What follows belongs to an exercise in optimizing a design on an open flow for small area; a production flow would make more cautious choices.
The RTL was checked by simulation tests, not by an equivalence proof against the original design.
No activity file was given, so power comes from the tool's default toggle rates.

File: design/flow/flow/run.sh
#!/bin/bash
# Own layout flow: the standard ORFS flow, except that
#  - the one-hot read multiplexers (modules MUXI, MUXR, MUXD) are given as
#    structural sky130 cells before synthesis, so that ABC does not remap them;
#  - clock tree synthesis uses larger sink clusters and no dummy loads.
set -euo pipefail
python3 flow/subst.py design.v design_mapped.v > subst.log 2>&1
bash standard.sh VERILOG_FILES="$PWD/design_mapped.v" \
  CTS_ARGS="-sink_clustering_enable -repair_clock_nets -sink_clustering_size 32 -sink_clustering_max_diameter 65 -dont_use_dummy_load" \
  finish > standard.log 2>&1
File: design/flow/design.v
module MUXI(input [32-1:0] sel, input [32*24-1:0] d, output reg [24-1:0] y);
	integer i;
	always @* begin
		y = {24{1'b0}};
		for (i = 0; i < 32; i = i + 1)
			y = y | (d[i*24 +: 24] & {24{sel[i]}});
	end
endmodule
module MUXR(input [35-1:0] sel, input [35*32-1:0] d, output reg [32-1:0] y);
	integer i;
	always @* begin
		y = {32{1'b0}};
		for (i = 0; i < 35; i = i + 1)
			y = y | (d[i*32 +: 32] & {32{sel[i]}});
	end
endmodule
module MUXD(input [33-1:0] sel, input [33*32-1:0] d, output reg [32-1:0] y);
	integer i;
	always @* begin
		y = {32{1'b0}};
		for (i = 0; i < 33; i = i + 1)
			y = y | (d[i*32 +: 32] & {32{sel[i]}});
	end
endmodule
module MULTI_CYCLE_RISC_V#(parameter INSTRUCTION_ADDR_SIZE = 5, DATA_LEN = 32)(input clk, input rst, input ins_write,input [(2**INSTRUCTION_ADDR_SIZE)-1:0] instruction_in, output [DATA_LEN-1:0] res);
	integer k;
	wire [6:0] in_op = instruction_in[6:0];
	wire [9:0] in_fn = {instruction_in[31:25], instruction_in[14:12]};
	wire in_r  = (in_op == 7'd51);
	wire in_ld = (in_op == 7'd3);
	wire in_st = (in_op == 7'd35);
	wire in_bq = (in_op == 7'd99);
	reg [2:0] in_aop;
	always @* begin
		case (in_fn)
			10'b0000000000: in_aop = 3'b000;
			10'b0100000000: in_aop = 3'b001;
			10'b0000000111: in_aop = 3'b010;
			10'b0000000110: in_aop = 3'b011;
			default:        in_aop = 3'b100;
		endcase
	end
	wire [1:0] in_typ = in_ld ? 2'b01 : in_st ? 2'b10 : in_bq ? 2'b11 : 2'b00;
	wire [6:0] in_hi  = (in_ld | in_st) ? instruction_in[31:25] : in_r ? {3'b000, 1'b1, in_aop} : 7'd0;
	wire [23:0] in_word = {in_typ, in_hi, instruction_in[24:20], instruction_in[19:15], instruction_in[11:7]};
	reg [23:0] imem [0:31];
	reg [4:0] imem_wptr;
	reg imem_wrap;
	reg [4:0] pc;
	always @(posedge clk or negedge rst) begin
		if (~rst) begin
			imem_wptr <= 5'd0;
			imem_wrap <= 1'b0;
		end else if (ins_write) begin
			imem_wptr <= imem_wptr + 1'b1;
			if (imem_wptr == 5'd31) imem_wrap <= 1'b1;
		end
	end
	always @(posedge clk) begin
		if (ins_write) imem[imem_wptr] <= in_word;
	end
	wire fetch_ok = ~ins_write & (imem_wrap | (pc < imem_wptr));
	reg [31:0] fetch_sel;
	reg [767:0] fetch_d;
	wire [23:0] fetch;
	always @* begin
		for (k = 0; k < 32; k = k + 1) begin
			fetch_sel[k] = fetch_ok && (pc == k);
			fetch_d[k*24 +: 24] = imem[k];
		end
	end
	MUXI fetch_mux(.sel(fetch_sel), .d(fetch_d), .y(fetch));
	reg [23:0] ifid_w;
	reg [4:0] ifid_ptr;
	reg [1:0] pstate;
	reg [4:0] idex_rs1, idex_rs2, idex_rd;
	reg [6:0] idex_hi;
	reg [2:0] idex_aop;
	reg idex_imm_ld, idex_imm_st, idex_imm_z;
	reg idex_mr, idex_mw, idex_rw, idex_m2r;
	reg idex_beq, idex_pred, idex_dz;
	reg [31:0] exmem_alu;
	reg [4:0] exmem_rd;
	reg exmem_rw, exmem_m2r, exmem_mr, exmem_z;
	reg exmem_upd, exmem_taken, exmem_misp;
	reg [31:0] memwb_val;
	reg [4:0] memwb_rd;
	reg memwb_rw, memwb_z;
	reg [31:0] wb_data;
	reg [4:0] wb_addr;
	reg wb_en;
	wire [1:0] d_typ = ifid_w[23:22];
	wire [6:0] d_hi  = ifid_w[21:15];
	wire [4:0] d_rs2 = ifid_w[14:10];
	wire [4:0] d_rs1 = ifid_w[9:5];
	wire [4:0] d_rd  = ifid_w[4:0];
	wire d_ld = (d_typ == 2'b01);
	wire d_st = (d_typ == 2'b10);
	wire d_bq = (d_typ == 2'b11);
	wire d_r  = (d_typ == 2'b00) & d_hi[3];
	wire d_df = (d_typ == 2'b00) & ~d_hi[3];
	wire stall = idex_mr & ((idex_rd == d_rs1) | (idex_rd == d_rs2));
	wire flush = exmem_misp;
	wire take_status = ~pstate[1] & d_bq;
	wire pc_src = d_bq & (flush ? exmem_taken : ~pstate[1]);
	wire [4:0] new_pc = {ifid_ptr[4:1] + d_rd[4:1], ifid_ptr[0]};
	wire [4:0] next_pc = pc_src ? new_pc : pc + 1'b1;
	always @(posedge clk or negedge rst) begin
		if (~rst) pc <= 5'd0;
		else if (ins_write) pc <= 5'd0;
		else if (~stall) pc <= next_pc;
	end
	always @(posedge clk or negedge rst) begin
		if (~rst) begin
			ifid_w <= 24'd0;
			ifid_ptr <= 5'd0;
		end else if (flush) begin
			ifid_w <= 24'd0;
		end else if (~stall) begin
			ifid_w <= fetch;
			ifid_ptr <= pc;
		end
	end
	always @(posedge clk or negedge rst) begin
		if (~rst) pstate <= 2'b01;
		else if (exmem_upd) begin
			if (exmem_taken) pstate <= (pstate == 2'b00) ? 2'b00 : pstate - 1'b1;
			else pstate <= (pstate == 2'b11) ? 2'b11 : pstate + 1'b1;
		end
	end
	always @(posedge clk) begin
		idex_rs1 <= d_rs1;
		idex_rs2 <= d_rs2;
		idex_rd <= d_rd;
		idex_hi <= d_hi;
	end
	wire ctl = ~flush & ~stall;
	always @(posedge clk or negedge rst) begin
		if (~rst) begin
			idex_aop <= 3'd0;
			idex_imm_ld <= 1'b0;
			idex_imm_st <= 1'b0;
			idex_imm_z <= 1'b0;
			idex_mr <= 1'b0;
			idex_mw <= 1'b0;
			idex_rw <= 1'b0;
			idex_m2r <= 1'b0;
			idex_beq <= 1'b0;
			idex_pred <= 1'b0;
			idex_dz <= 1'b1;
		end else begin
			idex_aop <= ~ctl ? 3'b000 : d_bq ? 3'b001 : d_r ? d_hi[2:0] : 3'b000;
			idex_imm_ld <= ctl & d_ld;
			idex_imm_st <= ctl & d_st;
			idex_imm_z <= ctl & d_df;
			idex_mr <= ctl & d_ld;
			idex_mw <= ctl & d_st;
			idex_rw <= ctl & (d_ld | d_r | d_df);
			idex_m2r <= ctl & (d_ld | d_df);
			idex_beq <= ~flush & d_bq;
			idex_pred <= take_status;
			idex_dz <= flush;
		end
	end
	reg [31:0] rf [0:31];
	reg [31:0] rf_v;
	always @(posedge clk) begin
		if (wb_en) rf[wb_addr] <= wb_data;
	end
	always @(posedge clk or negedge rst) begin
		if (~rst) rf_v <= 32'd0;
		else if (wb_en) rf_v[wb_addr] <= 1'b1;
	end
	wire exmem_fw = exmem_rw & (exmem_rd != 5'd0);
	wire memwb_fw = memwb_rw & (memwb_rd != 5'd0);
	wire fa_ex = exmem_fw & (exmem_rd == idex_rs1);
	wire fa_wb = ~fa_ex & memwb_fw & (memwb_rd == idex_rs1);
	wire fb_ex = exmem_fw & (exmem_rd == idex_rs2);
	wire fb_wb = ~fb_ex & memwb_fw & (memwb_rd == idex_rs2);
	wire rd_a = ~idex_dz & ~fa_ex & ~fa_wb;
	wire rd_b = ~idex_dz & ~fb_ex & ~fb_wb;
	reg [34:0] sel_a, sel_b;
	reg [1119:0] rf_d_a, rf_d_b;
	always @* begin
		for (k = 0; k < 32; k = k + 1) begin
			sel_a[k] = rd_a && (idex_rs1 == k) && rf_v[k];
			sel_b[k] = rd_b && (idex_rs2 == k) && rf_v[k];
			rf_d_a[k*32 +: 32] = rf[k];
			rf_d_b[k*32 +: 32] = rf[k];
		end
		sel_a[32] = fa_ex;
		sel_a[33] = fa_wb;
		sel_a[34] = rd_a & ~rf_v[idex_rs1];
		sel_b[32] = fb_ex;
		sel_b[33] = fb_wb;
		sel_b[34] = rd_b & ~rf_v[idex_rs2];
		rf_d_a[1024 +: 96] = {27'd0, idex_rs1, memwb_val, exmem_alu};
		rf_d_b[1024 +: 96] = {27'd0, idex_rs2, memwb_val, exmem_alu};
	end
	wire [31:0] op_a, op_b2;
	MUXR rf_mux_a(.sel(sel_a), .d(rf_d_a), .y(op_a));
	MUXR rf_mux_b(.sel(sel_b), .d(rf_d_b), .y(op_b2));
	wire [31:0] op_b = idex_imm_ld ? {20'd0, idex_hi, idex_rs2} :
	                   idex_imm_st ? {20'd0, idex_hi, idex_rd} :
	                   idex_imm_z ? 32'd0 : op_b2;
	reg [31:0] alu;
	always @* begin
		case (idex_aop)
			3'b000: alu = op_a + op_b;
			3'b001: alu = op_a - op_b;
			3'b010: alu = op_a & op_b;
			3'b011: alu = op_a | op_b;
			default: alu = 32'd0;
		endcase
	end
	wire [31:0] zx = op_a ^ op_b2;
	wire [31:0] zo = {op_a[30:0] | op_b2[30:0], 1'b0};
	wire alu_zero = ~|(zx ^ (zo & {32{~idex_aop[0]}}));
	reg [31:0] dmem [0:31];
	reg [31:0] dmem_v;
	wire st_en = idex_mw & ~flush;
	always @(posedge clk) begin
		if (st_en) dmem[alu[4:0]] <= op_b2;
	end
	always @(posedge clk or negedge rst) begin
		if (~rst) dmem_v <= 32'd0;
		else if (st_en) dmem_v[alu[4:0]] <= 1'b1;
	end
	always @(posedge clk) begin
		exmem_alu <= alu;
		exmem_rd <= idex_rd;
	end
	always @(posedge clk or negedge rst) begin
		if (~rst) begin
			exmem_rw <= 1'b0;
			exmem_m2r <= 1'b0;
			exmem_mr <= 1'b0;
			exmem_z <= 1'b1;
			exmem_upd <= 1'b0;
			exmem_taken <= 1'b0;
			exmem_misp <= 1'b0;
		end else begin
			exmem_rw <= ~flush & idex_rw;
			exmem_m2r <= ~flush & idex_m2r;
			exmem_mr <= ~flush & idex_mr;
			exmem_z <= flush;
			exmem_upd <= ~flush & idex_beq;
			exmem_taken <= ~flush & idex_beq & alu_zero;
			exmem_misp <= ~flush & idex_beq & (idex_pred ^ alu_zero);
		end
	end
	reg [32:0] mem_sel;
	reg [1055:0] mem_d;
	wire [31:0] mem_val;
	always @* begin
		for (k = 0; k < 32; k = k + 1) begin
			mem_sel[k] = exmem_m2r && exmem_mr && (exmem_alu[4:0] == k) && dmem_v[k];
			mem_d[k*32 +: 32] = dmem[k];
		end
		mem_sel[32] = ~exmem_m2r & ~exmem_z;
		mem_d[1024 +: 32] = exmem_alu;
	end
	MUXD mem_mux(.sel(mem_sel), .d(mem_d), .y(mem_val));
	always @(posedge clk) begin
		memwb_val <= mem_val;
		memwb_rd <= exmem_rd;
	end
	always @(posedge clk or negedge rst) begin
		if (~rst) begin
			memwb_rw <= 1'b0;
			memwb_z <= 1'b1;
		end else begin
			memwb_rw <= exmem_rw;
			memwb_z <= 1'b0;
		end
	end
	assign res = memwb_val & {32{~ins_write & ~memwb_z}};
	always @(posedge clk) begin
		wb_data <= memwb_val;
		wb_addr <= memwb_rd;
	end
	always @(posedge clk or negedge rst) begin
		if (~rst) wb_en <= 1'b0;
		else wb_en <= memwb_rw & ~ins_write;
	end
endmodule
File: design/flow/standard.sh
#!/bin/bash
# synth_recipe.tcl (not shown) runs the flow's synth.tcl, then flattens the netlist and writes it again
# the make line also repeats each setting of config.mk as NAME=value (left out here)
make -C /OpenROAD-flow-scripts/flow DESIGN_CONFIG=/design/flow/config.mk WORK_HOME=/design/flow/orfs CLKGATE_MAP_FILE= SYNTH_SCRIPT=/design/flow/synth_recipe.tcl "${@:-finish}"
File: design/flow/flow/subst.py
#!/usr/bin/env python3
"""Replace the behavioural read multiplexers in the design with structural ones.
usage: subst.py IN.v OUT.v   (muxgen.py must sit beside this script)"""
import re, sys, os
sys.path.insert(0, os.path.dirname(os.path.abspath(__file__)))
from muxgen import gen
MUXES = {'MUXI': (32, 24, {}), 'MUXR': (35, 32, {34: 5}), 'MUXD': (33, 32, {})}
src = open(sys.argv[1]).read()
for name, (n, w, nar) in MUXES.items():
    pat = re.compile(r'^\s*module\s+' + name + r'\b.*?^\s*endmodule\b', re.S | re.M)
    found = pat.findall(src)
    if len(found) != 1:
        sys.exit(f'module {name} found {len(found)} times')
    src = pat.sub('', src)
    src += '\n' + gen(name, n, w, nar)
    print(f'replaced {name} ({n} x {w}, narrow {nar})')
open(sys.argv[2], 'w').write(src)
File: design/flow/flow/muxgen.py
#!/usr/bin/env python3
"""Structural one-hot AND-OR multiplexer in sky130_fd_sc_hd cells.

y[b] = OR over i of (sel[i] & d[i*W + b]).  Same ports as the behavioural module.
usage: muxgen.py NAME N W [K:WIDTH ...]
  K:WIDTH marks input K as only WIDTH bits wide (its higher bits are zero and skipped).
"""
import sys

P = 'sky130_fd_sc_hd__'


def split(n, most):
    """Split n items into ceil(n/most) nearly equal chunks."""
    c = (n + most - 1) // most
    return [n // c + (1 if x < n % c else 0) for x in range(c)]


def gen(name, n, w, narrow):
    out = [f'module {name}(input [{n-1}:0] sel, input [{n*w-1}:0] d, output [{w-1}:0] y);']
    cnt = [0]

    def inst(cell, pins):
        cnt[0] += 1
        ps = ', '.join(f'.{p}({s})' for p, s in pins)
        out.append(f'  {P}{cell} u{cnt[0]} ({ps});')

    def wire(nm):
        out.append(f'  wire {nm};')
        return nm

    for b in range(w):
        idx = [i for i in range(n) if not (i in narrow and b >= narrow[i])]
        # first level: groups of up to 3 AND pairs, active-low outputs
        sizes = split(len(idx), 3)
        lows = []
        k = 0
        for gi, sz in enumerate(sizes):
            g = idx[k:k + sz]
            k += sz
            o = wire(f'g{b}_{gi}')
            if sz == 3:
                inst('a222oi_1', [('A1', f'sel[{g[0]}]'), ('A2', f'd[{g[0]*w+b}]'),
                                  ('B1', f'sel[{g[1]}]'), ('B2', f'd[{g[1]*w+b}]'),
                                  ('C1', f'sel[{g[2]}]'), ('C2', f'd[{g[2]*w+b}]'), ('Y', o)])
            elif sz == 2:
                inst('a22oi_1', [('A1', f'sel[{g[0]}]'), ('A2', f'd[{g[0]*w+b}]'),
                                 ('B1', f'sel[{g[1]}]'), ('B2', f'd[{g[1]*w+b}]'), ('Y', o)])
            else:
                inst('nand2_1', [('A', f'sel[{g[0]}]'), ('B', f'd[{g[0]*w+b}]'), ('Y', o)])
            lows.append(o)
        # second level: NAND of up to 4 active-low terms gives active-high ORs
        highs = []
        k = 0
        for j, sz in enumerate(split(len(lows), 4)):
            chunk = lows[k:k + sz]
            k += sz
            o = wire(f'h{b}_{j}')
            if sz == 1:
                inst('inv_1', [('A', chunk[0]), ('Y', o)])
            else:
                inst({2: 'nand2_1', 3: 'nand3_1', 4: 'nand4_1'}[sz], list(zip('ABCD', chunk)) + [('Y', o)])
            highs.append(o)
        assert len(highs) <= 4
        if len(highs) == 1:
            out.append(f'  assign y[{b}] = {highs[0]};')
        else:
            inst({2: 'or2_1', 3: 'or3_1', 4: 'or4_1'}[len(highs)], list(zip('ABCD', highs)) + [('X', f'y[{b}]')])
    out.append('endmodule')
    return '\n'.join(out) + '\n'


if __name__ == '__main__':
    nar = {}
    for a in sys.argv[4:]:
        k, v = a.split(':')
        nar[int(k)] = int(v)
    sys.stdout.write(gen(sys.argv[1], int(sys.argv[2]), int(sys.argv[3]), nar))
File: design/flow/constraint.sdc
create_clock -name core_clock -period 10.0 [get_ports {clk}]
set_input_delay 2.0000 -clock core_clock [delete_from_list [all_inputs] [get_ports {clk}]]
set_output_delay 2.0000 -clock core_clock [all_outputs]
set_load 0.01 [all_outputs]
File: design/flow/config.mk
export PLATFORM = sky130hd
export DESIGN_NAME = MULTI_CYCLE_RISC_V
export DESIGN_NICKNAME = MULTI_CYCLE_RISC_V
export VERILOG_FILES = /design/flow/design.v
export SDC_FILE = /design/flow/constraint.sdc
export NUM_CORES = 8
export LEC_CHECK = 0
export CAP_MARGIN = 20
export CORE_MARGIN = 2
export CORE_UTILIZATION = 60
export PLACE_DENSITY = 0.7
export SLEW_MARGIN = 20
==> impl_results.md, run 1 <==
- Result of the run: timing/DRC/antenna clean
- Routed WL: 365000 um
- Most area-hungry cell type in the Yosys netlist: edfxtp_1
- Number of warnings printed during yosys synthesis: 1
- Starting density of the core: 60.4%
- CTS tree: yes
- Tightest slew margin relative to the limit: 17.9%
- Number of hold-repair buffers added at the cts stage: 0
- CTS root buf: clkbuf_16
- Final hold vios: 0
- Syn-to-layout area delta: 8.84%
- Fraction of final layout cells with drive strength greater than 1: 9.70%
- Worst min-delay path category: reg -> reg
- Core area: 193000 um^2
- # Max-Cap Violations: 0
- Number of nets produced by synthesis: 6563
- Min cycle time layout: 9730 ps
- Total power divided by cell area: 319 nW/um^2
- Most frequent cell after synthesis: edfxtp_1
- Setup repair after global routing missed its margin: no
- Req. time, crit path: 10720 ps
- Data arrival time at the worst-slack endpoint: 10450 ps
- Overflow left after global routing: 0
- Ys async rst share: 4.10%
- Worst vdd rail ir drop: 0.488 mV
- Gate Count Post-Synth: 6439
- Die Span X: 445 um
- Htree depth: 4
- Worst hold-check slack: 386 ps
- CP max-delay cell: and3_1
- Endpoint type of the worst setup path: flop
- Worst Path Class, Setup: reg -> reg
- Longest Clk Path Bufs: 3
- Largest net degree at the start of global routing: 83
- Part of the Yosys area used for sequential elements: 77.6%
- Static power due to leakage: 41.0 nW
- FF+latch count, synth: 3075
- Detail Placement HPWL: 227000 um
- Post-detailed-route wirelength per cell: 38.9 um
- 1st-iter DRT viols: 18400
- Clock slew seen by the registers of the worst setup and hold paths: 110 ps
- Detailed-routing iteration count for the pre-antenna-repair pass: 15
- Post CTS Setup Buffer Count: 0
- Post-route antenna net violation count: 0
- Synth top area share: 72.6%
- Nets@finish: 6992
- Placer Congestion: 0.980
- Top delay family on crit path: simple AND/OR/NAND/NOR gates
- Worst Path Buf+Inv: 2
- Final worst slack: 272 ps
- Wire length of the first global-routing pass: 515000 um
- Total via count after detailed routing: 75000
- Area of the die: 198000 um^2
- Worst-path fanout max: 34
- Commonest register cell after synthesis: edfxtp_1
- Worst slack, placed: 729 ps
- Row count: 161
- Mean instance size in the synthesized netlist: 18.1 um^2
- Most common library cells after synthesis: edfxtp_1, a222oi_1, nand4_1, nor2_1, a22oi_1
- Synth Cell Area: 117000 um^2
- Insertion delay to the later sink of the worst-skew pair: 860 ps
- Setup TNS: 0 ps
- Tcrit/Tclk final: 97.3%
- Delay of the slowest cell on the worst path: 950 ps
- Number of antenna violations at the first check in global routing: 31
- Number of enable-type register cells in the synthesized netlist: 2816
- Global routing usage summed across all routing layers: 36.3%
- Fillers: 13000
- Max frequency: 0.103 GHz
- Count of unresolved DRC violations after routing: 0
- Category of the worst setup path launch point: flop
- Vert. Die Dim: 445 um
- Worst-case clock skew: 84.6 ps
- Via/cell ratio: 7.97
- Number of top-level pins: 67
- Port Buffers: 66
- Via count of the first global-routing pass: 71500
- Clock sink count: 3075
- Slew of the pin with the lowest slew margin: 1230 ps
- Max Transition Viols Final: 0
- Area contributors post-synth: edfxtp_1, a222oi_1, dfrtp_1, dfxtp_1, nand4_1
- Final design utilization: 65.8%
- Clock buffers created by TritonCTS: 155
- Setup violations, final: 0
- Distinct cell type count of the synthesized netlist: 94
- Cts repair resizes: 0
final timing paths:
| path | from | to | slack (ps) | cells past startpoint |
|---|---|---|---|---|
| max | exmem_rd[1] | exmem_alu[30] | 270 | 26 |
| min reg2reg | memwb_rd[0] | wb_addr[0] | 390 | 0 |
| max in group asynchronous | rst | dmem_v[26] | 7780 | 2 |
| max reg2reg | exmem_rd[1] | exmem_alu[30] | 270 | 26 |
| min in group asynchronous | rst | rf_v[19] | 1080 | 1 |
| min | memwb_rd[0] | wb_addr[0] | 390 | 0 |
sequential cells by signal, indices dropped and copies added, names as in the netlist, 7 cells and up:
signal and cells:
dmem 1024, rf 1024, imem 768, dmem_v 32, exmem_alu 32, memwb_val 32
rf_v 32, wb_data 32, ifid_w 24, idex_hi 7
metal layers:
metal | routed length (um) | track usage, % | vias up
met4 | 24700 | 20.2 | 18
met2 | 163000 | 54.2 | 6494
met3 | 49500 | 8.04 | 986
li1 | - | - | 30100
met5 | 119 | 0 | -
met1 | 128000 | 50.2 | 37400
power by group:
| part | switching, mW | internal [mW] | total, mW |
|---|---|---|---|
| Sequential | 1.50 | 17.7 | 19.2 |
| Clock | 3.74 | 2.77 | 6.50 |
| Combinational | 10.5 | 4.19 | 14.7 |
| Total | 15.8 | 24.7 | 40.5 |
final cells by class:
cell class                      instances  area, um^2  share of cell area, %
Sequential cell                      3075       90400                   71.3
Multi-Input combinational cell       3191       26200                   20.7
Clock buffer                          155        3880                   3.06
Tap cell                             2526        3160                   2.49
Timing Repair Buffer                  346        2770                   2.19
Inverter                               99         374                  0.295
Antenna cell                           10        25.0                 0.0197
cell families (layout without fill, tap and decap cells):
| group | Yosys count | in the layout | synth area share (%) |
|---|---|---|---|
| flops | 3075 | 3075 | 77.6 |
| mux | 27 | 27 | 0.447 |
| compound gates | 1784 | 1784 | 14.0 |
| other cells | 1 | 11 | 0.00322 |
| xor+xnor | 89 | 89 | 0.682 |
| buf+inv | 173 | 600 | 0.571 |
| fa+ha+maj | 111 | 111 | 1.16 |
| simple gates | 1179 | 1179 | 5.57 |
through the flow:
step	cell area, um^2	instances	power [mW]
2_1_floorplan	117000	6439	27.2
3_3_place_gp	123000	9232	33.4
3_5_place_dp	123000	9234	33.7
4_1_cts	127000	9389	40.0
5_1_grt	127000	9393	41.8
6_report	127000	9402	40.5
cell usage in the layout, fill, tap and decap left out, drive strengths merged, types with 108 or more instances in the layout:
cell type | synthesis | routed
nor2 | 223 | 223
a22oi | 155 | 155
or3 | 131 | 131
buf | 17 | 292
nand2 | 121 | 121
and3 | 108 | 108
nand4 | 314 | 314
dfxtp | 133 | 133
edfxtp | 2816 | 2816
clkbuf | 57 | 155
a222oi | 1242 | 1242
dfrtp | 123 | 123
worst reg2reg max path, cell delays in order, from the launching register on:
cell and delay [ps]:
dfxtp_1 370, or4_1 510, o21ai_0 350, nor4_2 120, or3_1 410, or2_2 350, nor3_1 270, and3_1 950
buf_4 410, a222oi_1 150, nand4_1 260, or3_1 230, buf_4 410, or3b_1 440, a31o_2 290, and4_1 300
a21oi_1 740, xor2_1 150, ha_1 470, nand4_1 220, or4_1 550, a211oi_1 240, nand3b_1 280, o31ai_1 160
a31oi_1 430, a211oi_1 180, a311o_1 380
==> inputs of run 2 (changes only) <==
==> design/flow/flow/run.sh (replaced) <==
#!/bin/bash
# Own layout flow: the standard ORFS flow, except that
#  - the one-hot read multiplexers (modules MUXI, MUXR, MUXD) are given as
#    structural sky130 cells before synthesis, so that ABC does not remap them;
#  - clock tree synthesis uses clkbuf_8 buffers, its own sink clusters and no dummy loads.
set -euo pipefail
python3 flow/subst.py design.v design_mapped.v > subst.log 2>&1
bash standard.sh VERILOG_FILES="$PWD/design_mapped.v" \
  CTS_ARGS="-sink_clustering_enable -repair_clock_nets -sink_clustering_size 20 -sink_clustering_max_diameter 60 -dont_use_dummy_load -buf_list sky130_fd_sc_hd__clkbuf_8" \
  finish > standard.log 2>&1
==> run 2 against run 1 <==
Flip-flop and latch count stayed put. Clock-buffer cell count is 38 higher. Die area stayed put. Total power is 2.8% lower. Clock power is 17% lower. First-iteration DRC count is 0.22% lower. Global-route usage hardly changed.
==> impl_results.md, run 2 <==
- Switching part of the total power: 39.8%
- Endpoint, Worst Hold: idex_rd[0]
- Commonest register cell after synthesis: edfxtp_1
- Setup repair after global routing missed its margin: no
- CTS tree: yes
- Static power due to leakage: 40.5 nW
- Tcrit/Tclk final: 97.0%
- Setup violations, final: 0
- Tightest slew margin relative to the limit: 21.7%
- # Max-Cap Violations: 0
- Synth top area share: 72.6%
- Endpoint type of the worst setup path: flop
- Detailed-routing iteration count for the pre-antenna-repair pass: 15
- Syn-to-layout area delta: 7.79%
- Worst Path Class, Setup: reg -> reg
- Startpoint of the most critical register-to-register path: exmem_rd[1]
- Startpoint of the most critical hold path: ifid_w[0]
- Fillers: 13100
- Post-route antenna net violation count: 0
- Area of the die: 198000 um^2
- Most area-hungry cell type in the Yosys netlist: edfxtp_1
- Setup TNS: 0 ps
- Ys async rst share: 4.10%
- Core area: 193000 um^2
- Number of nets produced by synthesis: 6563
- Htree depth: 4
- Vert. Die Dim: 445 um
- Max Transition Viols Final: 0
- Die Span X: 445 um
- Data arrival time at the worst-slack endpoint: 10590 ps
- Wire length of the first global-routing pass: 516000 um
- Reg area: 90400 um^2
- Area contributors post-synth: edfxtp_1, a222oi_1, dfrtp_1, dfxtp_1, nand4_1
- Req. time, crit path: 10880 ps
- Routed WL: 366000 um
- Final design utilization: 65.1%
- Slew of the pin with the lowest slew margin: 1170 ps
- Internal power consumption: 23.7 mW
- 1st-iter DRT viols: 18400
- Overflow left after global routing: 0
- Placed cell count: 9234
- Switching power summed over all nets: 15.7 mW
- Combinational group share of total power: 37.4%
- Distinct cell type count of the synthesized netlist: 94
- Most frequent cells in the layout: edfxtp_1, a222oi_1, nand4_1, buf_4, clkbuf_8
- Fraction of final layout cells with drive strength greater than 1: 10.2%
- Worst min-delay path category: reg -> reg
- End of the worst register-to-register path: exmem_alu[30]
- Most frequent cell after synthesis: edfxtp_1
- Port Buffers: 66
- Via count of the first global-routing pass: 71600
- FF+latch count, synth: 3075
- Most common cell after layout, fill and taps aside: edfxtp_1
- Worst-case clock skew: 145 ps
- Most common library cells after synthesis: edfxtp_1, a222oi_1, nand4_1, nor2_1, a22oi_1
- Area of the multi-input gates: 26200 um^2
- Synth Cell Area: 117000 um^2
- Starting density of the core: 60.4%
- Longest Clk Path Bufs: 3
- Count of unresolved DRC violations after routing: 0
- Relative contribution of the clock network to total power: 13.7%
- Final hold vios: 0
- Gate Count Post-Synth: 6439
- Post-Layout Cell Count: 9442
- Part of the total power dissipated in sequential elements: 48.9%
- Via/cell ratio: 7.95
- Worst vdd rail ir drop: 0.465 mV
- Category of the worst setup path launch point: flop
- Min cycle time layout: 9700 ps
- Post-detailed-route wirelength per cell: 38.7 um
- Total power divided by cell area: 313 nW/um^2
- Mean instance size in the synthesized netlist: 18.1 um^2
- Insertion delay to the later sink of the worst-skew pair: 1060 ps
- Global routing usage summed across all routing layers: 36.3%
- Number of enable-type register cells in the synthesized netlist: 2816
- Number of top-level pins: 67
- Post CTS Setup Buffer Count: 0
- Part of the Yosys area used for sequential elements: 77.6%
- Placer Congestion: 0.980
- Result of the run: timing/DRC/antenna clean
- Cell count of the worst hold path: 0
- Max frequency: 0.103 GHz
- Clock sink count: 3075
- Number of warnings printed during yosys synthesis: 1
- Total via count after detailed routing: 75100
- Worst-path fanout max: 34
- Number of antenna violations at the first check in global routing: 27
- Nets@finish: 7030
- Clock buffers created by TritonCTS: 193
- Largest net degree at the start of global routing: 83
- Clock slew seen by the registers of the worst setup and hold paths: 120 ps
- CTS root buf: clkbuf_8
- Detail Placement HPWL: 227000 um
- Worst Reg2Reg Path Length in Cells: 26
- Setup slack, reg-to-reg: 300 ps
- Row count: 161
## run 2: repair_timing
item                       CTS  global route
setup endpoints to repair    0             1
resized for setup            0             1
hold buffers                 0             0
## run 2: metal layers
metal	part of all wire, %	global-route usage [%]	routed length (um)
met1	35	50.7	129000
met2	45	54.2	163000
met3	14	7.46	49400
met4	6.6	20.0	24300
met5	0.016	0	60
## run 2: per-stage QoR
stage | cell area [um^2] | worst slack [ps] | hold WS (ps) | total power [mW]
floorplan | 117000 | 81.8 | 348 | 27.2
global placement | 123000 | 1020 | 363 | 33.4
detailed placement | 123000 | 729 | 367 | 33.7
CTS | 125000 | 686 | 395 | 38.8
global route | 126000 | 174 | 409 | 40.6
finish | 126000 | 298 | 401 | 39.3
## run 2: how the worst max path moves through the flow
stage,start,to,slack (ps)
after floorplan,idex_rs2[2],dmem[10][0],80
after global placement,exmem_rd[1],exmem_alu[30],1020
after detailed placement,exmem_rd[1],exmem_alu[30],730
after CTS,exmem_rd[1],exmem_alu[30],690
after global routing,exmem_rd[1],exmem_alu[30],170
final,exmem_rd[1],exmem_alu[30],300
## run 2: kinds of logic (layout without fill, tap and decap cells)
logic type | after synthesis | count (layout) | synth area share [%]
AOI/OAI and AO/OA | 1784 | 1784 | 14.0
xor gates and xnor gates | 89 | 89 | 0.682
adders and majority gates | 111 | 111 | 1.16
buffers and inverters | 173 | 638 | 0.571
DFF | 3075 | 3075 | 77.6
muxes | 27 | 27 | 0.447
other | 1 | 13 | 0.00322
and+or+nand+nor | 1179 | 1179 | 5.57
## run 2: final cells by class
| cell class | count | share of cell area (%) |
|---|---|---|
| well taps | 2526 | 2.52 |
| inverters | 99 | 0.298 |
| flip-flops and latches | 3075 | 72.0 |
| diodes | 12 | 0.0239 |
| multi-input cells | 3191 | 20.9 |
| clock buffers | 193 | 2.12 |
| repair buffers | 346 | 2.20 |
## run 2: power groups by stage
stage	clock network, mW	registers [mW]	logic, mW
6_report	5.38	19.2	14.7
5_1_grt	5.83	19.3	15.5
3_3_place_gp	0	19.4	14.0
2_1_floorplan	0	18.7	8.46
3_5_place_dp	0	19.5	14.2
4_1_cts	5.42	19.2	14.2
## run 2: critical path, stage by stage, from the launching register on
cell      delay [ps]
dfxtp_1          360
or4_1            510
o21ai_0          340
nor4_2           120
or3_1            410
or2_2            350
nor2_1           200
and3_1           950
buf_4            450
a222oi_1         170
nand4_1          210
or3_1            220
buf_4            410
or3b_1           410
a31o_2           280
and4_1           300
a21oi_1          770
xor2_1           150
ha_1             470
nand4_1          240
or4_1            560
a211oi_1         220
nand3b_1         290
o31ai_1          160
a31oi_1          400
a211oi_1         180
a311o_1          380
==> inputs of run 3 (changes only) <==
--- a/design/flow/flow/run.sh
+++ b/design/flow/flow/run.sh
@@ -6,5 +6,5 @@
 set -euo pipefail
 python3 flow/subst.py design.v design_mapped.v > subst.log 2>&1
 bash standard.sh VERILOG_FILES="$PWD/design_mapped.v" \
-  CTS_ARGS="-sink_clustering_enable -repair_clock_nets -sink_clustering_size 20 -sink_clustering_max_diameter 60 -dont_use_dummy_load -buf_list sky130_fd_sc_hd__clkbuf_8" \
+  CTS_ARGS="-sink_clustering_enable -repair_clock_nets -sink_clustering_size 18 -sink_clustering_max_diameter 55 -dont_use_dummy_load -buf_list sky130_fd_sc_hd__clkbuf_8" \
   finish > standard.log 2>&1
==> run 3 against run 2 <==
Still clean on timing, DRC and antenna. Worst setup slack better by 32 ps. Cell count up 0.23%. Sequential power hardly changed. Total power up 0.59%. Combinational power hardly changed. Hold slack worse by 5.0 ps. Critical endpoint unchanged. Largest cell class unchanged.
==> impl_results.md, run 3 <==
- Worst Path Class, Setup: reg -> reg
- Reg area: 90400 um^2
- Htree depth: 4
- # Max-Cap Violations: 0
- Count of unresolved DRC violations after routing: 0
- Tcrit/Tclk final: 96.7%
- Part of the Yosys area used for sequential elements: 77.6%
- Gate Count Post-Synth: 6439
- Area of the multi-input gates: 26200 um^2
- Wl on met1: 129000 um
- Tightest slew margin relative to the limit: 21.9%
- Top delay family on crit path: simple AND/OR/NAND/NOR gates
- Most frequent cell after synthesis: edfxtp_1
- Post CTS Setup Buffer Count: 0
- Top Metal Used: met5
- CTS root buf: clkbuf_8
- Detail Placement HPWL: 227000 um
- Global routing usage summed across all routing layers: 36.4%
- Most area-hungry cell type in the Yosys netlist: edfxtp_1
- Die Span X: 445 um
- Commonest register cell after synthesis: edfxtp_1
- Most common library cells after synthesis: edfxtp_1, a222oi_1, nand4_1, nor2_1, a22oi_1
- Largest net degree at the start of global routing: 83
- Worst-path fanout max: 34
- Power after layout: 39.6 mW
- Total via count after detailed routing: 75200
- Most frequent cells in the layout: edfxtp_1, a222oi_1, nand4_1, buf_4, clkbuf_8
- Endpoint type of the worst setup path: flop
- FF+latch count, synth: 3075
- Worst-case clock skew: 113 ps
- Synth Cell Area: 117000 um^2
- Port Buffers: 66
- Met3 layer wire length in the routed design: 49400 um
- Worst hold-check slack: 396 ps
- Area of the die: 198000 um^2
- Via/cell ratio: 7.95
- Clock buffers created by TritonCTS: 213
- Setup violations, final: 0
- Core area: 193000 um^2
- Req. time, crit path: 10910 ps
- Via count of the first global-routing pass: 71900
- Setup TNS: 0 ps
- Clock slew seen by the registers of the worst setup and hold paths: 100 ps
- Number of nets produced by synthesis: 6563
- Clock sink count: 3075
- Number of antenna violations at the first check in global routing: 32
- Post-detailed-route wirelength per cell: 38.7 um
- Final hold vios: 0
- Total power divided by cell area: 314 nW/um^2
- Slew of the pin with the lowest slew margin: 1170 ps
- Worst Path Buf+Inv: 2
- Post-route antenna net violation count: 0
- 1st-iter DRT viols: 18800
- Syn-to-layout area delta: 8.05%
- Area contributors post-synth: edfxtp_1, a222oi_1, dfrtp_1, dfxtp_1, nand4_1
- Overflow left after global routing: 0
- Worst min-delay path category: reg -> reg
- Fraction of final layout cells with drive strength greater than 1: 10.5%
- Delay of the slowest cell on the worst path: 980 ps
- Insertion delay to the later sink of the worst-skew pair: 1040 ps
- Number of enable-type register cells in the synthesized netlist: 2816
- Number of hold-repair buffers added at the cts stage: 0
- Data arrival time at the worst-slack endpoint: 10580 ps
- Mean instance size in the synthesized netlist: 18.1 um^2
- Detailed-routing iteration count for the pre-antenna-repair pass: 13
- Placer Congestion: 0.980
- Row count: 161
- Synth top area share: 72.6%
- Routed WL: 366000 um
- Category of the worst setup path launch point: flop
- Max Transition Viols Final: 0
- Longest Clk Path Bufs: 3
- Cts repair resizes: 0
- Final design utilization: 65.3%
- Max frequency: 0.103 GHz
- Most common cell after layout, fill and taps aside: edfxtp_1
- Vert. Die Dim: 445 um
- CP max-delay cell: and3_1
- Distinct cell type count of the synthesized netlist: 94
- Setup repair after global routing missed its margin: no
- Ys async rst share: 4.10%
- Wire length of the first global-routing pass: 517000 um
- Number of top-level pins: 67
- Fillers: 13100
- Number of warnings printed during yosys synthesis: 1
- Nets@finish: 7051
- Starting density of the core: 60.4%
- CTS tree: yes
- Detailed-routed wire length on met2: 163000 um
- Result of the run: timing/DRC/antenna clean
- Min cycle time layout: 9670 ps
- Static power due to leakage: 40.6 nW
- Worst vdd rail ir drop: 0.524 mV
-- run 3: layer usage --
metal / up-vias / GRT usage, %
met3: 1039 / 7.90
li1: 30200 / -
met2: 6446 / 54.3
met5: - / 0
met4: 20 / 20.3
met1: 37500 / 50.5
-- run 3: stage by stage --
step	instance area, um^2	setup slack [ps]	instances
final	126000	330	9464
after global routing	126000	27.0	9455
after CTS	126000	740	9447
after detailed placement	123000	729	9234
after global placement	123000	1020	9232
after floorplan	117000	81.8	6439
-- run 3: cells by family (layout without fill, tap and decap cells) --
family	count (synthesis)	after routing	share of synthesized area (%)
AO/OA/AOI/OAI	1784	1784	14.0
multiplexers	27	27	0.447
buffers and inverters	173	659	0.571
flip-flops	3075	3075	77.6
AND/OR/NAND/NOR	1179	1179	5.57
other	1	14	0.00322
adder cells (fa/ha/maj)	111	111	1.16
XOR/XNOR	89	89	0.682
-- run 3: area by class of cell --
cell class | instances | area share (%)
Antenna cell | 13 | 0.0258
Clock buffer | 213 | 2.33
Inverter | 99 | 0.297
Multi-Input combinational cell | 3191 | 20.8
Sequential cell | 3075 | 71.8
Tap cell | 2526 | 2.51
Timing Repair Buffer | 347 | 2.21
-- run 3: where the power goes --
| group | internal, mW | switching (mW) | leakage, nW |
|---|---|---|---|
| sequential | 17.7 | 1.50 | 28.6 |
| clock | 1.90 | 3.71 | 1.53 |
| combinational | 4.19 | 10.5 | 10.5 |
| total | 23.8 | 15.7 | 40.6 |
-- run 3: final timing paths --
kind / slack [ps] / cells past startpoint / end / start
max: 330 / 26 / exmem_alu[30] / exmem_rd[1]
min: 400 / 0 / idex_rd[0] / ifid_w[0]
max reg2reg: 330 / 26 / exmem_alu[30] / exmem_rd[1]
min reg2reg: 400 / 0 / idex_rd[0] / ifid_w[0]
max in group asynchronous: 7960 / 2 / dmem_v[24] / rst
min in group asynchronous: 870 / 1 / rf_v[16] / rst
==> inputs of run 4 (changes only) <==
--- a/design/flow/design.v
+++ b/design/flow/design.v
@@ -171,12 +171,26 @@
 		if (~rst) rf_v <= 32'd0;
 		else if (wb_en) rf_v[wb_addr] <= 1'b1;
 	end
+	reg fa_ex_r, fa_wb_r, fb_ex_r, fb_wb_r;
+	wire idex_fw = ~flush & idex_rw & (idex_rd != 5'd0);
 	wire exmem_fw = exmem_rw & (exmem_rd != 5'd0);
-	wire memwb_fw = memwb_rw & (memwb_rd != 5'd0);
-	wire fa_ex = exmem_fw & (exmem_rd == idex_rs1);
-	wire fa_wb = ~fa_ex & memwb_fw & (memwb_rd == idex_rs1);
-	wire fb_ex = exmem_fw & (exmem_rd == idex_rs2);
-	wire fb_wb = ~fb_ex & memwb_fw & (memwb_rd == idex_rs2);
+	always @(posedge clk or negedge rst) begin
+		if (~rst) begin
+			fa_ex_r <= 1'b0;
+			fa_wb_r <= 1'b0;
+			fb_ex_r <= 1'b0;
+			fb_wb_r <= 1'b0;
+		end else begin
+			fa_ex_r <= idex_fw & (idex_rd == d_rs1);
+			fa_wb_r <= exmem_fw & (exmem_rd == d_rs1);
+			fb_ex_r <= idex_fw & (idex_rd == d_rs2);
+			fb_wb_r <= exmem_fw & (exmem_rd == d_rs2);
+		end
+	end
+	wire fa_ex = fa_ex_r;
+	wire fa_wb = ~fa_ex_r & fa_wb_r;
+	wire fb_ex = fb_ex_r;
+	wire fb_wb = ~fb_ex_r & fb_wb_r;
 	wire rd_a = ~idex_dz & ~fa_ex & ~fa_wb;
 	wire rd_b = ~idex_dz & ~fb_ex & ~fb_wb;
 	reg [34:0] sel_a, sel_b;
--- a/design/flow/flow/run.sh
+++ b/design/flow/flow/run.sh
@@ -6,5 +6,5 @@
 set -euo pipefail
 python3 flow/subst.py design.v design_mapped.v > subst.log 2>&1
 bash standard.sh VERILOG_FILES="$PWD/design_mapped.v" \
-  CTS_ARGS="-sink_clustering_enable -repair_clock_nets -sink_clustering_size 18 -sink_clustering_max_diameter 55 -dont_use_dummy_load -buf_list sky130_fd_sc_hd__clkbuf_8" \
+  CTS_ARGS="-sink_clustering_enable -repair_clock_nets -sink_clustering_size 20 -sink_clustering_max_diameter 60 -dont_use_dummy_load -buf_list sky130_fd_sc_hd__clkbuf_8" \
   finish > standard.log 2>&1
==> run 4 against run 3 <==
Flip-flop and latch count is 4 higher. Cell count is 1.4% higher. Critical path depth is 4 lower. Register-to-register slack better by 1000 ps. Largest cell class unchanged. Via count is 2.3% higher. Combinational power is 16% higher. Largest power group unchanged. Fmax is 12% higher. Highest routed layer unchanged.
==> impl_results.md, run 4 <==
- Result of the run: timing/DRC/antenna clean
- Worst-case clock skew: 127 ps
- Area contributors post-synth: edfxtp_1, a222oi_1, dfrtp_1, dfxtp_1, nand4_1
- Worst Path Buf+Inv: 2
- Data arrival time at the worst-slack endpoint: 9580 ps
- Commonest register cell after synthesis: edfxtp_1
- Most frequent cell after synthesis: edfxtp_1
- Worst hold-check slack: 262 ps
- CTS root buf: clkbuf_8
- Total via count after detailed routing: 76900
- Synth Cell Area: 117000 um^2
- Global routing usage summed across all routing layers: 37.8%
- Endpoint type of the worst setup path: flop
- Synth top area share: 72.3%
- Insertion delay to the later sink of the worst-skew pair: 1050 ps
- Req. time, crit path: 10950 ps
- Longest Clk Path Bufs: 3
- Port Buffers: 66
- Via/cell ratio: 8.01
- CTS tree: yes
- Worst Path Class, Setup: reg -> reg
- Number of enable-type register cells in the synthesized netlist: 2816
- Vert. Die Dim: 446 um
- Reg area: 90500 um^2
- Placed cell count: 9360
- Setup TNS: 0 ps
- Worst min-delay path category: reg -> reg
- Final design utilization: 65.1%
- Part of the Yosys area used for sequential elements: 77.4%
- Overflow left after global routing: 0
- Area of the die: 199000 um^2
- Number of antenna violations at the first check in global routing: 42
- Setup violations, final: 0
- Core area: 194000 um^2
- Tcrit/Tclk final: 86.3%
- Delay of the slowest cell on the worst path: 910 ps
- Via count of the first global-routing pass: 73200
- Post-Layout Cell Count: 9599
- Fillers: 13100
- Number of nets produced by synthesis: 6685
- Most frequent cells in the layout: edfxtp_1, a222oi_1, nand4_1, buf_4, clkbuf_8
- Area of the multi-input gates: 26500 um^2
- 1st-iter DRT viols: 19600
- CP max-delay cell: dfxtp_1
- Setup repair after global routing missed its margin: no
- Post-route antenna net violation count: 0
- Clock sink count: 3079
- Largest net degree at the start of global routing: 72
- Min cycle time layout: 8630 ps
- # Max-Cap Violations: 0
- Slew of the pin with the lowest slew margin: 1210 ps
- Number of top-level pins: 67
- Most common library cells after synthesis: edfxtp_1, a222oi_1, nand4_1, nor2_1, a22oi_1
- Syn-to-layout area delta: 8.15%
- Gate Count Post-Synth: 6561
- Total power divided by cell area: 332 nW/um^2
- Distinct cell type count of the synthesized netlist: 88
- Nets@finish: 7152
- Post-detailed-route wirelength per cell: 39.9 um
- Die Span X: 446 um
- Number of warnings printed during yosys synthesis: 1
- Category of the worst setup path launch point: flop
- Ys async rst share: 4.22%
- Most area-hungry cell type in the Yosys netlist: edfxtp_1
- Number of hold-repair buffers added at the cts stage: 0
- Cts repair resizes: 0
- Clock slew seen by the registers of the worst setup and hold paths: 100 ps
- Wire length of the first global-routing pass: 532000 um
- Cell Chain, Critical Path: nor3_1 -> and3_1 -> buf_4 -> a222oi_1 -> nand4_1 -> or3_1 -> nor3b_1 -> o21a_1 -> nor4_1 -> nand4b_1 -> nor2_1 -> nor2_1 -> a21oi_1 -> ha_1 -> a21o_1 -> a221o_1 -> a21oi_1 -> inv_1 -> a211oi_1 -> o31ai_1 -> a311o_1 -> o211ai_1
- Detail Placement HPWL: 237000 um
- Routed WL: 383000 um
- Most common cell after layout, fill and taps aside: edfxtp_1
- Final hold vios: 0
- Max Transition Viols Final: 0
- Post CTS Setup Buffer Count: 0
- Starting density of the core: 60.2%
- Htree depth: 4
- Power after layout: 42.0 mW
- Mean instance size in the synthesized netlist: 17.8 um^2
- Top delay family on crit path: simple AND/OR/NAND/NOR gates
- Tightest slew margin relative to the limit: 19.3%
- Worst-path fanout max: 20
- Clock buffers created by TritonCTS: 196
- Placer Congestion: 1.01
- Static power due to leakage: 40.9 nW
- Fraction of final layout cells with drive strength greater than 1: 10.4%
- Max frequency: 0.116 GHz
- Worst vdd rail ir drop: 0.932 mV
- Detailed-routing iteration count for the pre-antenna-repair pass: 22
- Count of unresolved DRC violations after routing: 0
- FF+latch count, synth: 3079
- Row count: 162
-- run 4: cell type report --
| type | instances | area share, % |
|---|---|---|
| flip-flops and latches | 3079 | 71.5 |
| multi-input cells | 3291 | 20.9 |
| well taps | 2542 | 2.51 |
| repair buffers | 351 | 2.49 |
| clock buffers | 196 | 2.13 |
| inverters | 109 | 0.323 |
| diodes | 31 | 0.0613 |
-- run 4: cells by family after synthesis --
kind of cell	after synthesis	share of synthesized area (%)
AND/OR/NAND/NOR	1249	5.83
flip-flops	3079	77.4
other	1	0.00321
adder cells (fa/ha/maj)	102	1.08
buffers and inverters	191	0.636
XOR/XNOR	75	0.568
AO/OA/AOI/OAI	1834	14.2
multiplexers	30	0.310
-- run 4: stage by stage --
stage	area [um^2]	setup WS, ps
after global placement	123000	1700
after global routing	126000	941
after detailed placement	123000	1700
after floorplan	117000	1880
final	127000	1370
after CTS	126000	1660
-- run 4: worst paths after layout --
check / start / slack, ps / end / cells after the start
max: idex_rs2[0] / 1370 / exmem_alu[29] / 22
min: memwb_rd[4] / 260 / wb_addr[4] / 0
max reg2reg: idex_rs2[0] / 1370 / exmem_alu[29] / 22
min reg2reg: memwb_rd[4] / 260 / wb_addr[4] / 0
max in group asynchronous: rst / 7520 / dmem_v[12] / 2
min in group asynchronous: rst / 940 / rf_v[6] / 1
-- run 4: power by group --
part           leakage (nW)  internal [mW]  switching [mW]
Clock                  1.41           1.75            3.64
Combinational          10.9           4.56            12.5
Sequential             28.6           18.0            1.54
-- run 4: metal layers --
metal	routed length [um]	part of all wire, %	vias up	track usage [%]
li1	-	-	30600	-
met1	132000	34	38300	50.8
met2	171000	45	6779	56.8
met3	55900	15	1184	10.5
met4	23900	6.2	22	19.8
met5	142	0.037	-	0
==> inputs of run 5 (changes only) <==
--- a/design/flow/design.v
+++ b/design/flow/design.v
@@ -217,19 +217,21 @@
 	wire [31:0] op_b = idex_imm_ld ? {20'd0, idex_hi, idex_rs2} :
 	                   idex_imm_st ? {20'd0, idex_hi, idex_rd} :
 	                   idex_imm_z ? 32'd0 : op_b2;
+	wire sub = idex_aop[0];
+	wire [31:0] bx = op_b ^ {32{sub}};
+	wire [32:0] sum33 = {op_a, sub} + {bx, sub};
 	reg [31:0] alu;
 	always @* begin
 		case (idex_aop)
-			3'b000: alu = op_a + op_b;
-			3'b001: alu = op_a - op_b;
+			3'b000, 3'b001: alu = sum33[32:1];
 			3'b010: alu = op_a & op_b;
 			3'b011: alu = op_a | op_b;
 			default: alu = 32'd0;
 		endcase
 	end
-	wire [31:0] zx = op_a ^ op_b2;
-	wire [31:0] zo = {op_a[30:0] | op_b2[30:0], 1'b0};
-	wire alu_zero = ~|(zx ^ (zo & {32{~idex_aop[0]}}));
+	wire [31:0] zp = op_a ^ bx;
+	wire [31:0] zo = op_a | bx;
+	wire alu_zero = sub ? &zp : ~|(zp ^ {zo[30:0], 1'b0});
 	reg [31:0] dmem [0:31];
 	reg [31:0] dmem_v;
 	wire st_en = idex_mw & ~flush;
--- a/design/flow/flow/run.sh
+++ b/design/flow/flow/run.sh
@@ -6,5 +6,5 @@
 set -euo pipefail
 python3 flow/subst.py design.v design_mapped.v > subst.log 2>&1
 bash standard.sh VERILOG_FILES="$PWD/design_mapped.v" \
-  CTS_ARGS="-sink_clustering_enable -repair_clock_nets -sink_clustering_size 20 -sink_clustering_max_diameter 60 -dont_use_dummy_load -buf_list sky130_fd_sc_hd__clkbuf_8" \
+  CTS_ARGS="-sink_clustering_enable -repair_clock_nets -sink_clustering_size 18 -sink_clustering_max_diameter 55 -dont_use_dummy_load -buf_list sky130_fd_sc_hd__clkbuf_8" \
   finish > standard.log 2>&1
==> run 5 against run 4 <==
Core utilization increased by 0.058 points. Largest power group unchanged. Synthesized cell count decreased by 2.5%. Hold slack improved by 69 ps. Register-to-register slack improved by 30 ps.
==> impl_results.md, run 5 <==
- Number of enable-type register cells in the synthesized netlist: 2816
- Ys async rst share: 4.22%
- Total power divided by cell area: 288 nW/um^2
- Cts repair resizes: 0
- Clock slew seen by the registers of the worst setup and hold paths: 90 ps
- # Max-Cap Violations: 0
- Htree depth: 4
- Synth Cell Area: 116000 um^2
- Category of the worst setup path launch point: flop
- Area of the die: 197000 um^2
- Largest net degree at the start of global routing: 79
- Worst vdd rail ir drop: 0.734 mV
- Number of hold-repair buffers added at the cts stage: 0
- Result of the run: timing/DRC/antenna clean
- Worst hold-check slack: 332 ps
- Data arrival time at the worst-slack endpoint: 9230 ps
- Starting density of the core: 60.4%
- Max Transition Viols Final: 0
- Vert. Die Dim: 444 um
- Setup repair after global routing missed its margin: no
- Internal power consumption: 22.1 mW
- Final hold vios: 0
- Longest Clk Path Bufs: 3
- Routed WL: 369000 um
- Commonest register cell after synthesis: edfxtp_1
- Gate Count Post-Synth: 6399
- Max frequency: 0.116 GHz
- Worst slack, placed: 1670 ps
- Detail Placement HPWL: 230000 um
- Min cycle time layout: 8600 ps
- Area contributors post-synth: edfxtp_1, a222oi_1, dfrtp_1, dfxtp_1, nand4_1
- Fraction of final layout cells with drive strength greater than 1: 10.6%
- Number of nets produced by synthesis: 6524
- Part of the total power dissipated in sequential elements: 51.5%
- Switching part of the total power: 38.8%
- Clock buffers created by TritonCTS: 211
- Relative contribution of the clock network to total power: 15.4%
- Wire length of the first global-routing pass: 512000 um
- Die Span X: 444 um
- Worst Path Class, Setup: reg -> reg
- Number of top-level pins: 67
- FF+latch count, synth: 3079
- Insertion delay to the later sink of the worst-skew pair: 1070 ps
- Tightest slew margin relative to the limit: 13.5%
- Global routing usage summed across all routing layers: 36.5%
- Tcrit/Tclk final: 86.0%
- Setup slack, reg-to-reg: 1400 ps
- Most common library cells after synthesis: edfxtp_1, a222oi_1, nand4_1, nor2_1, a22oi_1
- Placed cell count: 9184
- Final worst slack: 1400 ps
- Static power due to leakage: 40.7 nW
- Clock sink count: 3079
- Port Buffers: 66
- Power after layout: 36.2 mW
- Switching power summed over all nets: 14.0 mW
- Fillers: 13100
- Core area: 193000 um^2
- Detailed-routing iteration count for the pre-antenna-repair pass: 17
- Most frequent cells in the layout: edfxtp_1, a222oi_1, nand4_1, buf_4, clkbuf_8
- Setup violations, final: 0
- Combinational group share of total power: 33.1%
- Nets@finish: 6996
- CTS tree: yes
- Endpoint type of the worst setup path: flop
- Via/cell ratio: 7.90
- Post CTS Setup Buffer Count: 0
- Row count: 161
- Part of the Yosys area used for sequential elements: 77.8%
- Mean instance size in the synthesized netlist: 18.2 um^2
- Placer Congestion: 0.980
- Req. time, crit path: 10630 ps
- Most area-hungry cell type in the Yosys netlist: edfxtp_1
- Worst min-delay path category: reg -> reg
- Overflow left after global routing: 0
- Syn-to-layout area delta: 7.92%
- Post-route antenna net violation count: 0
- Worst-case clock skew: 110 ps
- Distinct cell type count of the synthesized netlist: 86
- Slew of the pin with the lowest slew margin: 1300 ps
- Via count of the first global-routing pass: 70400
- Synth top area share: 72.7%
- Number of antenna violations at the first check in global routing: 53
- Setup TNS: 0 ps
- CTS root buf: clkbuf_8
- Count of unresolved DRC violations after routing: 0
- Worst-path fanout max: 34
- Most common cell after layout, fill and taps aside: edfxtp_1
- Post-detailed-route wirelength per cell: 39.1 um
- 1st-iter DRT viols: 18400
- Number of warnings printed during yosys synthesis: 1
- Total via count after detailed routing: 74500
- Most frequent cell after synthesis: edfxtp_1
- Post-Layout Cell Count: 9422
==> run 5: power by group through the flow <==
| stage | sequential (mW) | clock (mW) | combinational, mW |
|---|---|---|---|
| floorplan | 18.3 | 0 | 6.17 |
| global placement | 18.8 | 0 | 11.3 |
| detailed placement | 18.8 | 0 | 11.5 |
| CTS | 18.5 | 5.59 | 11.6 |
| global route | 18.7 | 6.01 | 12.4 |
| finish | 18.6 | 5.58 | 12.0 |
==> run 5: logic make-up (layout without fill, tap and decap cells) <==
logic type / Yosys count / after routing / share of synthesized area [%]
other cells: 1 / 28 / 0.00323
fa+ha+maj: 116 / 116 / 1.20
xor+xnor: 124 / 124 / 0.950
simple gates: 1156 / 1156 / 5.50
buf+inv: 185 / 655 / 0.615
compound gates: 1711 / 1711 / 13.6
mux: 27 / 27 / 0.312
flops: 3079 / 3079 / 77.8
==> run 5: stage by stage <==
step	utilization (%)	instance area, um^2
2_1_floorplan	-	116000
3_3_place_gp	63.6	122000
3_5_place_dp	63.6	123000
4_1_cts	65.1	125000
5_1_grt	65.1	125000
6_report	65.1	125000
==> run 5: area by class of cell <==
cell class | instances | area (um^2) | share of cell area (%)
tap | 2526 | 3160 | 2.52
multi-input combinational | 3135 | 25700 | 20.5
sequential | 3079 | 90500 | 72.1
clock buffer | 211 | 2900 | 2.31
antenna | 27 | 67.6 | 0.0539
timing repair buffer | 347 | 2770 | 2.21
inverter | 97 | 364 | 0.290
==> run 5: worst paths after layout <==
kind,startpoint,endpoint,cells after the start
setup / recovery,fb_ex_r,dmem[2][20],20
hold / removal,memwb_rd[3],wb_addr[3],0
setup reg to reg,fb_ex_r,dmem[2][20],20
hold reg to reg,memwb_rd[3],wb_addr[3],0
max in group asynchronous,rst,fb_wb_r,2
min in group asynchronous,rst,dmem_v[7],1
==> run 5: metal layers <==
layer / track usage [%] / up-vias / part of all wire, %
li1: - / 29800 / -
met3: 8.50 / 1044 / 14
met1: 49.6 / 37300 / 34
met2: 55.5 / 6253 / 45
met4: 19.7 / 26 / 6.8
met5: 0 / - / 0.050
==> run 5: critical path, stage by stage (launching register included) <==
cell and delay, ps:
dfrtp_1 370, buf_4 280, nor3_1 550, nand2_1 210, nor2_1 270, and3_1 1070
a222oi_1 280, nand4_1 280, or3_1 280, buf_4 420, or3b_2 490, a21oi_1 250
xnor2_1 190, ha_1 280, a21oi_1 380, or3_1 170, nand4_1 100, o21ai_2 490
nand4_1 680, nor2_4 810, buf_4 360
==> inputs of run 6 (changes only) <==
--- a/design/flow/design.v
+++ b/design/flow/design.v
@@ -113,14 +113,15 @@
 	always @(posedge clk or negedge rst) begin
 		if (~rst) begin
 			ifid_w <= 24'd0;
-			ifid_ptr <= 5'd0;
 		end else if (flush) begin
 			ifid_w <= 24'd0;
 		end else if (~stall) begin
 			ifid_w <= fetch;
-			ifid_ptr <= pc;
 		end
 	end
+	always @(posedge clk) begin
+		if (~flush & ~stall) ifid_ptr <= pc;
+	end
 	always @(posedge clk or negedge rst) begin
 		if (~rst) pstate <= 2'b01;
 		else if (exmem_upd) begin
@@ -128,16 +129,17 @@
 			else pstate <= (pstate == 2'b11) ? 2'b11 : pstate + 1'b1;
 		end
 	end
+	wire ctl = ~flush & ~stall;
 	always @(posedge clk) begin
+		idex_aop <= ~ctl ? 3'b000 : d_bq ? 3'b001 : d_r ? d_hi[2:0] : 3'b000;
+		idex_pred <= take_status;
 		idex_rs1 <= d_rs1;
 		idex_rs2 <= d_rs2;
 		idex_rd <= d_rd;
 		idex_hi <= d_hi;
 	end
-	wire ctl = ~flush & ~stall;
 	always @(posedge clk or negedge rst) begin
 		if (~rst) begin
-			idex_aop <= 3'd0;
 			idex_imm_ld <= 1'b0;
 			idex_imm_st <= 1'b0;
 			idex_imm_z <= 1'b0;
@@ -146,10 +148,8 @@
 			idex_rw <= 1'b0;
 			idex_m2r <= 1'b0;
 			idex_beq <= 1'b0;
-			idex_pred <= 1'b0;
 			idex_dz <= 1'b1;
 		end else begin
-			idex_aop <= ~ctl ? 3'b000 : d_bq ? 3'b001 : d_r ? d_hi[2:0] : 3'b000;
 			idex_imm_ld <= ctl & d_ld;
 			idex_imm_st <= ctl & d_st;
 			idex_imm_z <= ctl & d_df;
@@ -158,7 +158,6 @@
 			idex_rw <= ctl & (d_ld | d_r | d_df);
 			idex_m2r <= ctl & (d_ld | d_df);
 			idex_beq <= ~flush & d_bq;
-			idex_pred <= take_status;
 			idex_dz <= flush;
 		end
 	end
@@ -204,10 +203,10 @@
 		end
 		sel_a[32] = fa_ex;
 		sel_a[33] = fa_wb;
-		sel_a[34] = rd_a & ~rf_v[idex_rs1];
+		sel_a[34] = rd_a & ~|sel_a[31:0];
 		sel_b[32] = fb_ex;
 		sel_b[33] = fb_wb;
-		sel_b[34] = rd_b & ~rf_v[idex_rs2];
+		sel_b[34] = rd_b & ~|sel_b[31:0];
 		rf_d_a[1024 +: 96] = {27'd0, idex_rs1, memwb_val, exmem_alu};
 		rf_d_b[1024 +: 96] = {27'd0, idex_rs2, memwb_val, exmem_alu};
 	end
@@ -243,6 +242,7 @@
 		else if (st_en) dmem_v[alu[4:0]] <= 1'b1;
 	end
 	always @(posedge clk) begin
+		exmem_taken <= idex_beq & alu_zero;
 		exmem_alu <= alu;
 		exmem_rd <= idex_rd;
 	end
@@ -253,7 +253,6 @@
 			exmem_mr <= 1'b0;
 			exmem_z <= 1'b1;
 			exmem_upd <= 1'b0;
-			exmem_taken <= 1'b0;
 			exmem_misp <= 1'b0;
 		end else begin
 			exmem_rw <= ~flush & idex_rw;
@@ -261,7 +260,6 @@
 			exmem_mr <= ~flush & idex_mr;
 			exmem_z <= flush;
 			exmem_upd <= ~flush & idex_beq;
-			exmem_taken <= ~flush & idex_beq & alu_zero;
 			exmem_misp <= ~flush & idex_beq & (idex_pred ^ alu_zero);
 		end
 	end
==> run 6 against run 5 <==
Critical path depth up 4. Routed wire length up 0.97%. Highest routed layer unchanged. Hold slack better by 3.7 ps. Sequential power about the same. Die area down 0.18%. Flip-flop and latch count unchanged. Clock power about the same. Combinational power up 3%. Still clean. Clock skew up 16 ps. Critical path type unchanged. Critical endpoint is now dmem[8][1].
==> impl_results.md, run 6 <==
- Most area-hungry cell type in the Yosys netlist: edfxtp_1
- Area of the die: 197000 um^2
- Tcrit/Tclk final: 86.0%
- Tightest slew margin relative to the limit: 23.9%
- Synth top area share: 73.0%
- Most common library cells after synthesis: edfxtp_1, a222oi_1, nand4_1, nor2_1, a22oi_1
- Vert. Die Dim: 444 um
- Cts repair resizes: 0
- Distinct cell type count of the synthesized netlist: 85
- CTS root buf: clkbuf_8
- Fraction of final layout cells with drive strength greater than 1: 10.5%
- Setup repair after global routing missed its margin: no
- Setup TNS: 0 ps
- Most common cell after layout, fill and taps aside: edfxtp_1
- End of the worst register-to-register path: dmem[8][1]
- Number of warnings printed during yosys synthesis: 1
- Data arrival time at the worst-slack endpoint: 9280 ps
- Worst Reg2Reg Path Length in Cells: 24
- Detail Placement HPWL: 231000 um
- Worst vdd rail ir drop: 0.415 mV
- Starting density of the core: 60.3%
- # Max-Cap Violations: 0
- Part of the Yosys area used for sequential elements: 78.0%
- Worst min-delay path category: reg -> reg
- Routed WL: 372000 um
- Relative contribution of the clock network to total power: 15.2%
- Final worst slack: 1400 ps
- Post-route antenna net violation count: 0
- Setup violations, final: 0
- Area contributors post-synth: edfxtp_1, a222oi_1, dfrtp_1, dfxtp_1, nand4_1
- Number of nets produced by synthesis: 6520
- Wire length of the first global-routing pass: 519000 um
- Part of the total power dissipated in sequential elements: 50.9%
- Syn-to-layout area delta: 8.42%
- Largest net degree at the start of global routing: 80
- Htree depth: 4
- Clock sink count: 3079
- Static power due to leakage: 40.7 nW
- Setup slack, reg-to-reg: 1400 ps
- Number of hold-repair buffers added at the cts stage: 0
- Via/cell ratio: 7.93
- Global routing usage summed across all routing layers: 37.0%
- FF+latch count, synth: 3079
- Row count: 161
- Post CTS Setup Buffer Count: 0
- Core area: 192000 um^2
- Category of the worst setup path launch point: flop
- Worst-path fanout max: 33
- Count of unresolved DRC violations after routing: 0
- Min cycle time layout: 8600 ps
- Startpoint of the most critical register-to-register path: fb_ex_r
- Overflow left after global routing: 0
- Result of the run: timing/DRC/antenna clean
- Mean instance size in the synthesized netlist: 18.1 um^2
- Insertion delay to the later sink of the worst-skew pair: 1090 ps
- Ys async rst share: 3.90%
- Endpoint type of the worst setup path: flop
- Longest Clk Path Bufs: 3
- Most frequent cells in the layout: edfxtp_1, a222oi_1, nand4_1, buf_4, clkbuf_8
- Number of top-level pins: 67
- Die Span X: 444 um
- Max frequency: 0.116 GHz
- Port Buffers: 66
- Post-detailed-route wirelength per cell: 39.3 um
- Worst Path Class, Setup: reg -> reg
- Detailed-routing iteration count for the pre-antenna-repair pass: 22
- Internal power consumption: 22.4 mW
- Switching power summed over all nets: 14.1 mW
- Combinational group share of total power: 33.9%
- Gate Count Post-Synth: 6395
- CTS tree: yes
- Number of antenna violations at the first check in global routing: 43
- Total via count after detailed routing: 75000
- Slew of the pin with the lowest slew margin: 1140 ps
- Max Transition Viols Final: 0
- Placer Congestion: 1.01
- Clock slew seen by the registers of the worst setup and hold paths: 100 ps
- Synth Cell Area: 116000 um^2
- 1st-iter DRT viols: 19700
- Worst slack, placed: 1400 ps
- Total power divided by cell area: 291 nW/um^2
- Req. time, crit path: 10680 ps
- Commonest register cell after synthesis: edfxtp_1
- Endpoint, Worst Hold: wb_addr[3]
- Worst-case clock skew: 126 ps
- Startpoint of the most critical hold path: memwb_rd[3]
- Number of enable-type register cells in the synthesized netlist: 2821
- Most frequent cell after synthesis: edfxtp_1
- Final hold vios: 0
- Cell count of the worst hold path: 0
- Switching part of the total power: 38.7%
- Nets@finish: 7018
- Via count of the first global-routing pass: 70700
- Clock buffers created by TritonCTS: 212
- Final design utilization: 65.4%
==> run 6: metrics by stage <==
| step | cells | instance area (um^2) | hold slack, ps | total power [mW] |
|---|---|---|---|---|
| 2_1_floorplan | 6395 | 116000 | 310 | 24.8 |
| 4_1_cts | 9405 | 125000 | 336 | 36.0 |
| 5_1_grt | 9439 | 126000 | 347 | 37.5 |
| 3_3_place_gp | 9188 | 122000 | 312 | 30.4 |
| 6_report | 9463 | 126000 | 335 | 36.6 |
| 3_5_place_dp | 9193 | 122000 | 312 | 30.6 |
==> run 6: per-layer routing <==
layer  vias to the layer above  track usage, %  wire, um
li1                      29900               -         -
met1                     37300            50.7    128000
met2                      6663            55.3    165000
met3                      1089            9.52     55400
met4                        26            19.4     24300
met5                         -               0       173
==> run 6: power by group through the flow <==
stage	clock network, mW	logic, mW	registers [mW]
2_1_floorplan	0	6.38	18.4
3_3_place_gp	0	11.6	18.8
3_5_place_dp	0	11.8	18.8
4_1_cts	5.58	11.9	18.5
5_1_grt	6.01	12.8	18.7
6_report	5.57	12.4	18.6
==> run 6: how the worst max path moves through the flow <==
stage	depth (start not counted)	from	slack, ps	end
4_1_cts	23	fb_ex_r	1420	dmem[7][1]
5_1_grt	24	fb_ex_r	930	dmem[11][21]
2_1_floorplan	21	fb_ex_r	130	dmem[20][0]
6_report	24	fb_ex_r	1400	dmem[8][1]
3_3_place_gp	23	exmem_z	1410	dmem[5][12]
3_5_place_dp	23	exmem_z	1400	dmem[7][1]
==> run 6: kinds of logic after synthesis <==
family,count (synthesis),synth area share (%)
AO/OA/AOI/OAI,1708,13.6
buffers and inverters,180,0.590
AND/OR/NAND/NOR,1185,5.60
adder cells (fa/ha/maj),113,1.18
other,1,0.00323
flip-flops,3079,78.0
XOR/XNOR,117,0.899
multiplexers,12,0.127
==> run 6: area by class of cell <==
type / instances / area (um^2)
diodes: 46 / 115
clock buffers: 212 / 2920
fillers: 13000 / 66600
inverters: 98 / 370
multi-input cells: 3136 / 25600
flip-flops and latches: 3079 / 90500
well taps: 2526 / 3160
repair buffers: 366 / 3170
==> run 6: critical path: stages, from the launching register on <==
cell       delay (ps)
dfrtp_1           390
nor3_1            670
nand2_1           230
nor3_1            650
and3_1            550
nor4_1            120
nand4b_1          150
a2111oi_0         100
buf_4             230
a22oi_1           140
nand4_1           110
or3_1             420
buf_4             300
a221oi_1          360
or2_2             190
xnor2_1           140
inv_1              70
ha_1              450
nand2_1           170
a21o_1            180
a21boi_0          220
o32a_1            850
and2_1            290
nand2_1           310
nor2_4            940

-- re-timing with driven ports --
Ports are ideal in the flow. The routed layouts listed here were re-timed in OpenROAD.
Step 1, drivers: a clkbuf_16 drives clk and a buf_2 each remaining input, both assumed.
Step 2, shift: input delay + t, output delay - t, t = (earliest + latest rising clock arrival at the registers) / 2. This alone moves slack from input paths to output paths.
Slacks: no drivers / after step 1 / after step 2; pairs: no drivers / after step 1.
| run | t, ns | setup WS [ns] | worst slew at a driven data input, ns | cell pins on the clock port's net |
|---|---|---|---|---|
| run 1 | 0.911 | 0.272 / 0.272 / 0.272 | 0.06 | 1 |
| run 2 | 1.078 | 0.298 / 0.298 / 0.298 | 0.06 | 1 |
| run 3 | 1.080 | 0.330 / 0.330 / 0.330 | 0.06 | 1 |
| run 4 | 1.067 | 1.373 / 1.373 / 1.373 | 0.06 | 1 |
| run 5 | 1.095 | 1.401 / 1.401 / 1.401 | 0.09 | 1 |
| run 6 | 1.116 | 1.398 / 1.398 / 1.398 | 0.18 | 1 |
After both steps every run listed still meets setup and hold.
